This design comes from an exercise in tuning for small area and a short achievable clock period on the open sky130 flow, not from production work. Only simulation tests tie the RTL to the original design; equivalence was not proved. Power figures rest on the tool's default switching activity, not on a simulated workload.

==> 01-22: inputs <==
==> flow/design.v <==
module VDC(
    input               clock,
    input               reset,    
    output logic [11:0] cnt,
    output logic [11:0] rev,
    output logic [11:0] nxt,      
    output logic        last      
);
logic [11:0] carry;
always_comb begin
    for (int i = 0; i < 12; i++) rev[i] = cnt[11-i];
end
assign carry[0] = 1'b1;
for (genvar i = 1; i < 12; i++) begin : g_carry
    assign carry[i] = &cnt[i-1:0];
end
assign nxt  = cnt ^ carry;
assign last = &cnt;
always_ff @(posedge clock)
    if (reset) cnt <= 12'd1;
    else       cnt <= nxt;
endmodule
module HWA(
    input [12:0]        in,
    input               clock_d,
    input               clock_s,
    output logic [12:0] out,
    output logic        done
);
localparam [10:0] SGN = 11'b01010001010;    
logic [11:0] l12 [0:21];
logic [9:0]  l10 [22:25];
logic [7:0]  l8  [26:29];
logic [5:0]  l6  [30:33];
logic [1:0]  l2  [34:37];
logic [11:0] q;       
logic [11:0] rq;      
logic        qlast;   
logic [10:0] seg1;    
logic [11:0] tapv;    
logic        bit_r;   
VDC vdc(.clock(clock_d), .reset(clock_s), .cnt(q), .rev(rq), .nxt(), .last(qlast));
logic       nz10;     
logic [1:0] r34;
assign nz10 = |l6[33][3:0];
assign r34  = (l6[33][5:4] == 2'd3) ? 2'd3 : l6[33][5:4] + {1'b0, nz10};
logic [10:0] seg_n;
always_comb begin
    logic [11:0] ge;      
    ge[0]  = 1'b1;
    ge[1]  = q >= 12'd2;
    ge[2]  = q >= 12'd23;
    ge[3]  = q >= 12'd101;
    ge[4]  = q >= 12'd338;
    ge[5]  = q >= 12'd1281;
    ge[6]  = q >= 12'd2814;
    ge[7]  = q >= 12'd3756;
    ge[8]  = q >= 12'd3993;
    ge[9]  = q >= 12'd4071;
    ge[10] = q >= 12'd4092;
    ge[11] = q == 12'd4095;   
    for (int s = 0; s < 11; s++) seg_n[s] = ge[s] & ~ge[s+1];
    seg_n[0] = seg_n[0] | ge[11];
end
always_comb
    tapv   = ({12{seg1[0]}}  & {l2[37], 10'b0})
           | ({12{seg1[1]}}  & {l6[33], 6'b0})
           | ({12{seg1[2]}}  & {l8[29], 4'b0})
           | ({12{seg1[3]}}  & {l10[25], 2'b0})
           | ({12{seg1[4]}}  & l12[21])
           | ({12{seg1[5]}}  & l12[19])
           | ({12{seg1[6]}}  & {l12[17][11:1], 1'b0})
           | ({12{seg1[7]}}  & {l12[13][11:3], 3'b0})
           | ({12{seg1[8]}}  & {l12[9][11:5], 5'b0})
           | ({12{seg1[9]}}  & {l12[5][11:7], 7'b0})
           | ({12{seg1[10]}} & {l12[1][11:10], 10'b0});
logic gt;
always_comb begin
    logic [11:0] g1, p1;
    logic [5:0]  g2, p2;
    logic [2:0]  g3, p3;
    for (int i = 0; i < 12; i++) begin
        g1[i] = tapv[i] & ~rq[i];
        p1[i] = tapv[i] | ~rq[i];
    end
    for (int i = 0; i < 6; i++) begin
        g2[i] = g1[2*i+1] | (p1[2*i+1] & g1[2*i]);
        p2[i] = g1[2*i+1] | (p1[2*i+1] & p1[2*i]);
    end
    for (int i = 0; i < 3; i++) begin
        g3[i] = g2[2*i+1] | (p2[2*i+1] & g2[2*i]);
        p3[i] = g2[2*i+1] | (p2[2*i+1] & p2[2*i]);
    end
    gt = g3[2] | (p3[2] & g3[1]) | (p3[2] & p3[1] & g3[0]);
end
logic [12:0] acc_carry;
assign acc_carry[0] = bit_r;
for (genvar i = 1; i < 13; i++) begin : g_acc_carry
    assign acc_carry[i] = bit_r & (&out[i-1:0]);
end
always_ff @(posedge clock_d) begin
    if (clock_s) begin
        l12[0] <= in[11:0];
        for (int j = 1; j < 22; j++) l12[j] <= l12[j-1];
        l10[22] <= {l12[21][11:3], |l12[21][2:0]};
        for (int j = 23; j < 26; j++) l10[j] <= l10[j-1];
        l8[26] <= {l10[25][9:3], |l10[25][2:0]};
        for (int j = 27; j < 30; j++) l8[j] <= l8[j-1];
        l6[30] <= {l8[29][7:3], |l8[29][2:0]};
        for (int j = 31; j < 34; j++) l6[j] <= l6[j-1];
        l2[34] <= r34;
        for (int j = 35; j < 38; j++) l2[j] <= l2[j-1];
    end
end
always_ff @(posedge clock_d) begin
    if (clock_s) begin
        out   <= 13'd0;
        done  <= 1'b0;
        seg1  <= 11'd1;                    
        bit_r <= |l2[36];                  
    end else begin
        out   <= out ^ acc_carry;
        done  <= qlast;
        seg1  <= seg_n;
        bit_r <= gt ^ |(seg1 & SGN);
    end
end
endmodule
==> flow/run.sh <==
#!/bin/bash
# synth_recipe.tcl (not shown) runs the flow's synth.tcl, then flattens the netlist and writes it again
# the make line also repeats each setting of config.mk as NAME=value (left out here)
make -C /OpenROAD-flow-scripts/flow DESIGN_CONFIG=/design/flow/config.mk WORK_HOME=/design/flow/orfs CLKGATE_MAP_FILE= SYNTH_SCRIPT=/design/flow/synth_recipe.tcl finish
==> flow/config.mk <==
export PLATFORM = sky130hd
export DESIGN_NAME = HWA
export DESIGN_NICKNAME = HWA
export VERILOG_FILES = /design/flow/design.v
export SDC_FILE = /design/flow/constraint.sdc
export NUM_CORES = 4
export LEC_CHECK = 0
export CAP_MARGIN = 0
export CORE_MARGIN = 2
export CORE_UTILIZATION = 40
export CTS_CLUSTER_DIAMETER = 100
export CTS_CLUSTER_SIZE = 32
export SETUP_SLACK_MARGIN = 4.15
export SLEW_MARGIN = 0
export SYNTH_MEMORY_MAX_BITS = 32768
==> flow/constraint.sdc <==
create_clock -name core_clock -period 6.5 [get_ports {clock_d}]
set_input_delay 1.3000 -clock core_clock [delete_from_list [all_inputs] [get_ports {clock_d}]]
set_output_delay 1.3000 -clock core_clock [all_outputs]
set_load 0.01 [all_outputs]
==> inputs of 12-28, as changes to 01-22 <==
==> flow/design.v, changed modules only <==
module HWA(
    input [12:0]        in,
    input               clock_d,
    input               clock_s,
    output logic [12:0] out,
    output logic        done
);
localparam [10:0] SGN = 11'b01010001010;    
logic [11:0] l12 [0:21];
logic [9:0]  l10 [22:25];
logic [7:0]  l8  [26:29];
logic [4:0]  l5  [30:33];
logic [1:0]  l2  [34:37];
logic [11:0] q;       
logic [11:0] rq;      
logic        qlast;   
logic [10:0] seg1;    
logic [11:0] tapv;    
logic        bit_r;   
VDC vdc(.clock(clock_d), .reset(clock_s), .cnt(q), .rev(rq), .nxt(), .last(qlast));
logic [4:0] e30;
assign e30 = (&l8[29][7:3]) ? 5'd31 : l8[29][7:3] + {4'd0, |l8[29][2:0]};
logic [1:0] r34;
assign r34 = (&l5[33][4:3]) ? 2'd3 : l5[33][4:3] + {1'b0, |l5[33][2:0]};
logic [10:0] seg_n;
always_comb begin
    logic [11:0] ge;      
    ge[0]  = 1'b1;
    ge[1]  = q >= 12'd2;
    ge[2]  = q >= 12'd23;
    ge[3]  = q >= 12'd101;
    ge[4]  = q >= 12'd338;
    ge[5]  = q >= 12'd1281;
    ge[6]  = q >= 12'd2814;
    ge[7]  = q >= 12'd3756;
    ge[8]  = q >= 12'd3993;
    ge[9]  = q >= 12'd4071;
    ge[10] = q >= 12'd4092;
    ge[11] = q == 12'd4095;   
    for (int s = 0; s < 11; s++) seg_n[s] = ge[s] & ~ge[s+1];
    seg_n[0] = seg_n[0] | ge[11];
end
always_comb
    tapv   = ({12{seg1[0]}}  & {l2[37], 10'b0})
           | ({12{seg1[1]}}  & {l5[33], 7'b0})
           | ({12{seg1[2]}}  & {l8[29], 4'b0})
           | ({12{seg1[3]}}  & {l10[25], 2'b0})
           | ({12{seg1[4]}}  & l12[21])
           | ({12{seg1[5]}}  & l12[19])
           | ({12{seg1[6]}}  & {l12[17][11:1], 1'b0})
           | ({12{seg1[7]}}  & {l12[13][11:3], 3'b0})
           | ({12{seg1[8]}}  & {l12[9][11:5], 5'b0})
           | ({12{seg1[9]}}  & {l12[5][11:7], 7'b0})
           | ({12{seg1[10]}} & {l12[1][11:10], 10'b0});
logic gt;
always_comb begin
    logic [11:0] g1, p1;
    logic [5:0]  g2, p2;
    logic [2:0]  g3, p3;
    for (int i = 0; i < 12; i++) begin
        g1[i] = tapv[i] & ~rq[i];
        p1[i] = tapv[i] | ~rq[i];
    end
    for (int i = 0; i < 6; i++) begin
        g2[i] = g1[2*i+1] | (p1[2*i+1] & g1[2*i]);
        p2[i] = g1[2*i+1] | (p1[2*i+1] & p1[2*i]);
    end
    for (int i = 0; i < 3; i++) begin
        g3[i] = g2[2*i+1] | (p2[2*i+1] & g2[2*i]);
        p3[i] = g2[2*i+1] | (p2[2*i+1] & p2[2*i]);
    end
    gt = g3[2] | (p3[2] & g3[1]) | (p3[2] & p3[1] & g3[0]);
end
logic [12:0] acc_carry;
assign acc_carry[0] = bit_r;
for (genvar i = 1; i < 13; i++) begin : g_acc_carry
    assign acc_carry[i] = bit_r & (&out[i-1:0]);
end
always_ff @(posedge clock_d) begin
    if (clock_s) begin
        l12[0] <= in[11:0];
        for (int j = 1; j < 22; j++) l12[j] <= l12[j-1];
        l10[22] <= {l12[21][11:3], |l12[21][2:0]};
        for (int j = 23; j < 26; j++) l10[j] <= l10[j-1];
        l8[26] <= {l10[25][9:3], |l10[25][2:0]};
        for (int j = 27; j < 30; j++) l8[j] <= l8[j-1];
        l5[30] <= e30;
        for (int j = 31; j < 34; j++) l5[j] <= l5[j-1];
        l2[34] <= r34;
        for (int j = 35; j < 38; j++) l2[j] <= l2[j-1];
    end
end
always_ff @(posedge clock_d) begin
    if (clock_s) begin
        out   <= 13'd0;
        done  <= 1'b0;
        seg1  <= 11'd1;                    
        bit_r <= |l2[36];                  
    end else begin
        out   <= out ^ acc_carry;
        done  <= qlast;
        seg1  <= seg_n;
        bit_r <= gt ^ |(seg1 & SGN);
    end
end
endmodule
==> flow/flow/run.sh (new file) <==
#!/bin/bash
# The standard layout (standard.sh) with two changes: the port buffers are
# placed as the smallest buffer (timing repair upsizes the ones that need it),
# and clock tree synthesis adds no dummy loads.
# ORFS writes each step's log under orfs/logs/; the make output goes to standard.log.
set -o pipefail
bash standard.sh \
  "BUFFER_PORTS_ARGS=-buffer_cell sky130_fd_sc_hd__buf_1" \
  "CTS_ARGS=-sink_clustering_enable -repair_clock_nets -sink_clustering_size 28 -sink_clustering_max_diameter 100 -dont_use_dummy_load" \
  finish > standard.log 2>&1
==> flow/standard.sh (new file) <==
#!/bin/bash
# synth_recipe.tcl (not shown) runs the flow's synth.tcl, then flattens the netlist and writes it again
# the make line also repeats each setting of config.mk as NAME=value (left out here)
make -C /OpenROAD-flow-scripts/flow DESIGN_CONFIG=/design/flow/config.mk WORK_HOME=/design/flow/orfs CLKGATE_MAP_FILE= SYNTH_SCRIPT=/design/flow/synth_recipe.tcl "${@:-finish}"
- CORE_UTILIZATION: 40 -> 50
- CTS_CLUSTER_SIZE: 32 -> 28
- SETUP_SLACK_MARGIN: 4.15 -> 4.3
removed: flow/run.sh
==> notes <==
- In combinational power, 01-22 and 12-28 hardly differ.
- Synthesized cell count: 01-22 is higher than 12-28 (1.4%).
- Against 01-22, the first-iteration DRC count of 12-28 is smaller by about 16%.
- Sequential cell count: 01-22 is higher than 12-28 (4).
- In 12-28 the utilization is higher than in 01-22, by 12 points.
- Of 01-22 and 12-28, 12-28 has the higher global-route usage (gap 3.1 points).
- In clock power, 01-22 and 12-28 hardly differ.
- 12-28 went through all stages and came out clean. 01-22 finished clean.
==> figures <==
| metric | 01-22 | 12-28 |
|---|---|---|
| Outcome | finished clean | finished clean |
| Max stage delay cell, worst path | dfxtp_4 | dfxtp_2 |
| Vias in the first global route | 5461 | 5541 |
| Maximum single-stage delay on the critical path | 380 ps | 340 ps |
| Power density cells | 299 nW/um^2 | 297 nW/um^2 |
| Routed met3 length | 830 um | 1160 um |
| Final hold slack | 420 ps | 372 ps |
| Overall routing resource usage | 0.108 | 0.139 |
| Die height | 187 um | 167 um |
| Fraction of layout instances using a drive strength above 1 | 0.102 | 0.139 |
| Clock-cell share | 0.0322 | 0.0306 |
| Met2 WL | 8760 um | 8990 um |
| Worst-margin pin slew | 588 ps | 455 ps |
| Area of the core region | 33300 um^2 | 26100 um^2 |
| Relative contribution of combinational cells to total power | 0.029 | 0.030 |

-- afterwards: timing with drivers on the ports --
No port has a modelled driver above. Below, the same layouts with a new extraction and two added sets of constraints. Step 1: set_driving_cell puts a clkbuf_16 on clock_d and a buf_2 on each other input, an assumption about the parent block. Step 2 adds t to the input delays and takes it off the output delays; t is the mean of the earliest and latest rising clock arrival at the registers after step 1. Input paths then give back, and output paths get back, about the clock's delay inside the block. a / b / c = ideal / step 1 / step 2; a / b = the first two.
| run | t (ns) | slack for setup (ns) | clock arrival spread, ns | worst data-port slew with drivers (ns) |
|---|---|---|---|---|
| 01-22 | 0.552 | 4.194 / 4.149 / 3.814 | 0.017 / 0.017 | 0.06 |
| 12-28 | 0.548 | 4.226 / 4.179 / 3.909 | 0.045 / 0.045 | 0.05 |
After both steps every run listed still meets setup and hold. For 01-22, which loses most, drivers alone change the setup slack by -0.045 ns; drivers and shift together by -0.380 ns.
